What follows belongs to an exercise in optimizing a design on an open flow for small area; a production flow would make more cautious choices.
At most, simulation tests tie the RTL to the original design; equivalence was not proved.
Power is estimated from default activity; no workload was simulated.

## RandomNumberGenerator
module RandomNumberGenerator(clk, rst, load, key_x, seed_r, seed_g, seed_b, Rout, Gout, Bout, Key_ready);
export LEC_CHECK = 0
export CAP_MARGIN = 20
export CORE_MARGIN = 2
export CORE_UTILIZATION = 40
export SLEW_MARGIN = 20
create_clock -name core_clock -period 10.0 [get_ports {clk}]
standard.sh (not shown) runs the stock make flow with config.mk's settings and CLKGATE_MAP_FILE= SYNTH_SCRIPT=/design/flow/synth_recipe.tcl, a recipe that flattens the netlist after the stock synthesis.
==> flow/flow/run.sh <==
#!/bin/bash
# Standard layout (standard.sh) with changes that keep the registers and what
# is measured:
#  * Yosys's ABC step maps the combinational logic for area
#    (&get -n; &st; &dch; &nf -a; &put) instead of ORFS's speed script;
#    everything else in synthesis is ORFS's own script, unchanged;
#  * after synthesis, flow/netopt.py swaps some cells for smaller cells of the
#    same function (half adders with an unused output, 2:1 muxes as a22o);
#  * the port buffers are the smallest buffer, buf_1;
#  * the clock tree uses clkbuf_4 without dummy loads.
set -euo pipefail
here=$(pwd)
rm -rf "$here/scripts_mod"
cp -r "$FLOW_HOME/scripts" "$here/scripts_mod"
printf '%s\n' '&get -n' '&st' '&dch' '&nf -a' '&put' > "$here/scripts_mod/abc_speed.script"
export SCRIPTS_DIR="$here/scripts_mod"
export BUFFER_PORTS_ARGS="-buffer_cell sky130_fd_sc_hd__buf_1"
export CTS_ARGS="-sink_clustering_enable -repair_clock_nets -dont_use_dummy_load -buf_list sky130_fd_sc_hd__clkbuf_4 -root_buf sky130_fd_sc_hd__clkbuf_4"
res="$here/orfs/results/$FLOW_PLATFORM/RandomNumberGenerator/base"
bash standard.sh synth > standard_synth.log 2>&1
python3 "$here/flow/netopt.py" "$res/1_2_yosys.v" > netopt.log 2>&1
rm -f "$res/1_synth.odb" "$res/1_synth.sdc"
bash standard.sh > standard.log 2>&1
Other scripts of this flow, unchanged in this note and not shown: flow/flow/netopt.py
==> next run, changes <==
--- a/flow/design.v
+++ b/flow/design.v
@@ -1,23 +1,23 @@
 module RandomNumberGenerator(clk, rst, load, key_x, seed_r, seed_g, seed_b, Rout, Gout, Bout, Key_ready);
     input wire clk;
     input wire rst;
     input wire load;                  
     input wire [15:0] key_x;          
     input wire [15:0] seed_r;         
     input wire [15:0] seed_g;
     input wire [15:0] seed_b;
     output reg [7:0] Rout;
     output reg [7:0] Gout;
     output reg [7:0] Bout;
-    output wire Key_ready;
+    output reg Key_ready;
     reg [15:0] Rlfsr;
     reg [15:0] Glfsr;
     reg [15:0] Blfsr;
     reg [1:0] g;
     reg h;
     reg [15:0] x;         
     reg [6:0] zc;         
     wire ph0 = ~g[1] & ~g[0];
     wire ph1 = ~g[1] &  g[0];
     wire ph2 =  g[1] &  g[0];
     wire ph3 =  g[1] & ~g[0];
@@ -108,72 +108,76 @@
     assign T[10] = ~t39[0];
     assign T[11] = ~t43[0];
     assign T[12] = ~t47[0];
     assign T[13] = ~t51[0];
     assign T[14] = ~t55[0];
     assign T[15] = ~t60;
     assign T[16] = ~t64;
     assign T[17] = ~t67;
     assign T[18] = ~t69;
     assign T[19] = ~t68;
     wire zbit =
-        (zc[6] & ~zc[4] & zc[3] & ~zc[1]) |
-        (~zc[6] & zc[5] & ~zc[4] & ~zc[3]) |
-        (zc[5] & zc[4] & zc[2] & ~zc[1]) |
-        (zc[6] & zc[5] & ~zc[2] & ~zc[1]) |
-        (zc[4] & ~zc[3] & ~zc[2] & zc[0]) |
-        (~zc[5] & ~zc[4] & ~zc[3] & ~zc[2] & ~zc[0]) |
-        (zc[4] & zc[3] & zc[2] & zc[1] & zc[0]) |
-        (~zc[6] & zc[5] & zc[3] & ~zc[2] & zc[1]) |
-        (zc[6] & ~zc[5] & zc[3] & zc[1] & ~zc[0]) |
-        (zc[6] & zc[5] & ~zc[3] & zc[2] & ~zc[0]) |
-        (~zc[6] & zc[5] & ~zc[3] & zc[0]) |
-        (~zc[6] & ~zc[4] & zc[3] & ~zc[2] & zc[0]) |
-        (~zc[6] & ~zc[5] & ~zc[3] & ~zc[2] & zc[1] & ~zc[0]);
+        (~zc[6] & zc[2] & ~zc[1]) |
+        (zc[5] & ~zc[4] & zc[1] & zc[0]) |
+        (~zc[5] & ~zc[4] & ~zc[2] & ~zc[0]) |
+        (~zc[5] & zc[4] & zc[2] & ~zc[0]) |
+        (zc[6] & zc[5] & ~zc[3] & zc[2] & zc[1]) |
+        (~zc[6] & ~zc[4] & zc[1]) |
+        (~zc[4] & zc[2] & zc[1] & zc[0]) |
+        (zc[5] & ~zc[4] & ~zc[3] & zc[0]) |
+        (zc[4] & zc[3] & ~zc[2] & zc[1] & ~zc[0]) |
+        (zc[6] & zc[5] & zc[3] & ~zc[2] & ~zc[1]) |
+        (~zc[6] & ~zc[3] & ~zc[1] & ~zc[0]) |
+        (~zc[6] & zc[3] & zc[2] & zc[0]) |
+        (zc[5] & ~zc[4] & ~zc[3] & zc[1]) |
+        (~zc[6] & ~zc[3] & ~zc[2] & zc[1] & zc[0]) |
+        (~zc[5] & zc[4] & ~zc[3] & zc[2] & ~zc[1]);
     wire [15:0] x_new = {T[17], ~T[16:2]};
     wire c = (ph3 & T[17]) | (~ph3 & zbit);
     always @(posedge clk)
         acc <= T[19:4];
     wire nl = ~load;
     wire [15:0] Rl_d = ({16{load}} & seed_r) |
         ({16{nl}} & {Rlfsr[14:0], Rlfsr[15] ^ Rlfsr[13] ^ Rlfsr[12] ^ Rlfsr[10]});
     wire [15:0] Gl_d = ({16{load}} & seed_g) |
         ({16{nl}} & {Glfsr[14:0], Glfsr[15] ^ Glfsr[13] ^ Glfsr[12] ^ Glfsr[10]});
     wire [15:0] Bl_d = ({16{load}} & seed_b) |
         ({16{nl}} & {Blfsr[14:0], Blfsr[15] ^ Blfsr[13] ^ Blfsr[12] ^ Blfsr[10]});
     wire [7:0] Ro_d = {8{nl}} & {Rout[6:0], Rlfsr[15] ^ c};
     wire [7:0] Go_d = {8{nl}} & {Gout[6:0], Glfsr[15] ^ c};
     wire [7:0] Bo_d = {8{nl}} & {Bout[6:0], Blfsr[15] ^ c};
     wire sel_n = nl & ph3;
     wire sel_h = nl & ~ph3;
     wire [15:0] x_d = ({16{load}} & key_x) | ({16{sel_n}} & x_new) | ({16{sel_h}} & x);
-    wire [6:0] zc_step = {zc[5:0], zc[6] ^ zc[5]} ^ ({7{zc == 7'd66}} & 7'd65);
-    wire [6:0] zc_d = ({7{load}} & 7'd98) | ({7{nl & ph0}} & zc_step) | ({7{nl & ~ph0}} & zc);
+    wire [6:0] zc_inc = (zc == 7'd119) ? 7'd41 : zc + 7'd1;
+    wire [6:0] zc_d = ({7{load}} & 7'd40) | ({7{nl & ph0}} & zc_inc) | ({7{nl & ~ph0}} & zc);
     wire [1:0] g_d = {2{nl}} & {g[0], ~g[1]};
     wire h_d = nl & (h ^ ph3);
-    assign Key_ready = ph0 & ~h & (zc != 7'd98);
+    wire kr_d = nl & h & ph3;
     always @(posedge clk or posedge rst) begin
         if (rst) begin
             Rlfsr <= 16'h0001;
             Glfsr <= 16'h0002;
             Blfsr <= 16'h0003;
             x <= 16'h7EF0;
-            zc <= 7'd98;
+            zc <= 7'd40;
             Rout <= 8'b0;
             Gout <= 8'b0;
             Bout <= 8'b0;
+            Key_ready <= 1'b0;
             g <= 2'b00;
             h <= 1'b0;
         end else begin
             Rlfsr <= Rl_d;
             Glfsr <= Gl_d;
             Blfsr <= Bl_d;
             x <= x_d;
             zc <= zc_d;
             Rout <= Ro_d;
             Gout <= Go_d;
             Bout <= Bo_d;
+            Key_ready <= kr_d;
             g <= g_d;
             h <= h_d;
         end
     end
 endmodule
Result:
- first-iteration DRC count increases by 23%
- clock power hardly moves
- wire length increases by 1.8%
- die area increases by 0.68%
- clock-buffer cell count is unchanged
- worst setup slack gets worse by 43 ps
- cell area barely changes
- non-clock buffer count stays the same
- via count increases by 1.4%
Function not checked in the first run of this note: the RTL went through the layout flow alone.

static timing again, ports no longer ideal:
The results above use ideal ports. As a check the final layouts listed here were re-extracted and re-timed, cells and wires unchanged.
Step 1, drivers: a clkbuf_16 drives clk and a buf_2 each remaining input, both assumed.
Step 2, shift: input delay + t, output delay - t, t = (earliest + latest rising clock arrival at the registers) / 2. This alone moves slack from input paths to output paths.
Three values: ideal, step 1, step 2; two values: the first two.
| run | t, ns | setup WS [ns] | worst setup path after step 2 | clock arrival spread, ns | worst slew at a driven data input, ns |
|---|---|---|---|---|---|
| the first run | 0.552 | 0.571 / 0.571 / 0.571 | register to register | 0.040 / 0.040 | 0.05 |
| the second run | 0.542 | 0.528 / 0.528 / 0.528 | register to register | 0.048 / 0.048 | 0.05 |
After both steps setup and hold are still met in every run listed.
